This is an optimization exercise on Yosys and OpenROAD, whose aim is a short achievable clock period and few clock cycles, not a production implementation. In this exercise RTL edits were held to simulation tests only and were not proved equivalent to the original. Power figures rest on the tool's default switching activity, not on a simulated workload.

Setup of job 3240:
// processor
module processor (
  input  wire        clk,
  input  wire        reset,
  output wire [10:0] imem_addr,
  input  wire [17:0] imem_data,
  output wire [9:0]  dmem_addr,
  output wire        dmem_we,
  output wire [17:0] dmem_wdata,
  input  wire [17:0] dmem_rdata,
  output wire        halted
);
For scale: ~2500 cells after synthesis, ~79 I/O pins, ~0.029 mm² of cells after synthesis.
==> flow/config.mk <==
export PLATFORM = sky130hd
export DESIGN_NAME = processor
export DESIGN_NICKNAME = processor
export VERILOG_FILES = /design/flow/design.v
export SDC_FILE = /design/flow/constraint.sdc
export NUM_CORES = 4
export LEC_CHECK = 0
export CAP_MARGIN = 20
export CORE_MARGIN = 2
export CORE_UTILIZATION = 50
export PLACE_DENSITY = 0.65
export SETUP_SLACK_MARGIN = 3.0
export SLEW_MARGIN = 20
export SYNTH_HIERARCHICAL = 1
==> flow/constraint.sdc <==
create_clock -name core_clock -period 5.0 [get_ports {clk}]
set_input_delay 1.0000 -clock core_clock [delete_from_list [all_inputs] [get_ports {clk}]]
set_output_delay 1.0000 -clock core_clock [all_outputs]
set_load 0.01 [all_outputs]
standard.sh (not shown) runs the stock make flow with config.mk's settings and CLKGATE_MAP_FILE= SYNTH_SCRIPT=/design/flow/synth_recipe.tcl, a recipe that flattens the netlist after the stock synthesis.
==> flow/flow/run.sh <==
#!/bin/bash
set -euo pipefail
export BUFFER_PORTS_ARGS="-buffer_cell sky130_fd_sc_hd__buf_4"
bash standard.sh > standard.log 2>&1
Testbench counts of job 3240, summed over its fixed seeds: cycles 28,464.
Input changes introduced in job 2837 (baseline for comparison: job 3240):
- changing CORE_UTILIZATION from 50 to 40
- changing PLACE_DENSITY from 0.65 to 0.7
==> results.txt <==
- Job 3240 → job 2837: highest net fanout along the worst path saw an increase; routed wire length saw a decrease.
- In terms of worst hold slack across all endpoints, job 3240 and job 2837 differ only marginally.
- Looking at number of well taps across job 3240 and job 2837, the one that comes out lower is job 3240.
- Job 2837 drops fewer vias than job 3240.
- Register-to-register setup slack is lower on job 3240
- Taking job 3240 as the reference point, the die area of job 2837 rises by 0.015 mm².
- Job 2837 against job 3240; power is down by a few percent.
- Sort job 3240 and job 2837 by combinational cell power, ascending, and job 2837 comes first.
[inputs] job 6922 vs job 2837
- changing PLACE_DENSITY from 0.7 to 0.6
- changing SETUP_SLACK_MARGIN from 3.0 to 2.8
Results
Job 6922 has completed all stages; timing, DRC and antenna checks passed.
Taking job 6922 over job 2837, the via count ratio works out to 0.928.
Of job 6922 and job 2837, the run reporting the higher top achievable clock speed was job 6922.
Job 6922 ends up with lower layout buffering overhead excluding clock cells than job 2837 does.
Compared with job 2837, job 6922 shows clock tree cell share of total cell area higher by 0.45 points.
Looking at highest-delay cell along the critical path, the sky130_fd_sc_hd__nand4_1 result is from job 2837; the sky130_fd_sc_hd__o21ai_2 one comes from job 6922.
Compared job 2837 against job 6922; post-placement cell count within noise.
Route | job 6922 vs job 2837 | wire shorter in job 6922
Job 2837 → job 6922: part of the power in combinational logic now smaller; post-route minimum period went down by 60 ps; area of the multi-input gates decreased by about 6.5% relative to the old numbers.
Looking at share of the final layout cell area in sequential cells, job 6922 sits 2.3 points higher than job 2837 does.
On worst-case vdd ir drop, job 6922 does worse than job 2837.
The following lists how job 2474 was set up differently from job 6922:
- changing SETUP_SLACK_MARGIN from 2.8 to 3.3
- Biggest fanout along the worst timing path delta for job 2474 relative to job 6922: 11 lower
- reg -> reg as the class of the worst hold path was reported by job 6922, and in -> async by job 2474.
- Against job 6922, job 2474 reports a detailed-routing wirelength on met1 that is higher.
- The number of hold-slack violations in the final timing report of job 6922 and that of job 2474 are within noise of each other.
- Summary of the comparison: worst setup slack after layout is higher in job 2474, relative to job 6922.
- [diff] cell area, job 2474 relative to job 6922: regression
- Post-layout instance count excluding filler cells (higher): job 2474
- Looking at final-layout non-clock buffer area share, job 2474 sits 6.2 points above job 6922.
- Job 6922 reports its path type of the worst setup path as in -> reg while job 2474 reports reg -> reg.
- Compared with job 6922, the router placed more vias in job 2474.
Changes in job 1801 relative to job 2474:
- swapping 3.3 for 3.0 in SETUP_SLACK_MARGIN
Results
Job 1801 against job 2474: final wirelength now sits lower; final worst hold slack now sits at about the same level. On non-clock buffer count: between job 2474 and job 1801, it ends up lower for job 1801. Job 2474 has a higher wire length on met3 than job 1801. Re met1 layer usage reported by global route: job 1801 is 4.0 points down on job 2474. Diff job 2474 -> job 1801: max-cap check violation count stayed essentially flat; global-route met2 utilization went down by 2.4 points. Lower total global-route track usage goes to job 1801 over job 2474. Comparing job 2474 and job 1801, the lower clock buffer count was measured on job 2474.

==> afterwards: timing with drivers on the ports <==
In the flow no input, the clock included, has a driving cell. The finished layouts below were timed again as built, in two steps.
Step 1 assumes that a clkbuf_16 drives the clock port and a buf_2 every other input.
Step 2 moves the port delays by t, midway between the first and last clock arrival at a register: inputs arrive t later, outputs are due t later. That takes back most of the time a late clock gives input paths.
Three values: ideal, step 1, step 2; two values: the first two.
run	t, ns	setup slack, ns	worst setup path after step 2	latest minus earliest clock arrival (ns)
job 3240	0.694	2.503 / 2.519 / 1.826	input to register	0.034 / 0.035
job 2837	0.676	2.590 / 2.601 / 1.925	input to register	0.025 / 0.024
job 6922	0.692	2.649 / 2.681 / 1.998	input to register	0.042 / 0.042
job 2474	0.706	2.655 / 2.590 / 1.884	input to register	0.032 / 0.033
job 1801	0.697	2.678 / 2.537 / 1.840	input to register	0.041 / 0.041
After both steps setup and hold are still met in every run listed. The setup slack of job 1801, which loses most, moves by -0.141 ns with the drivers and by -0.838 ns with both steps.
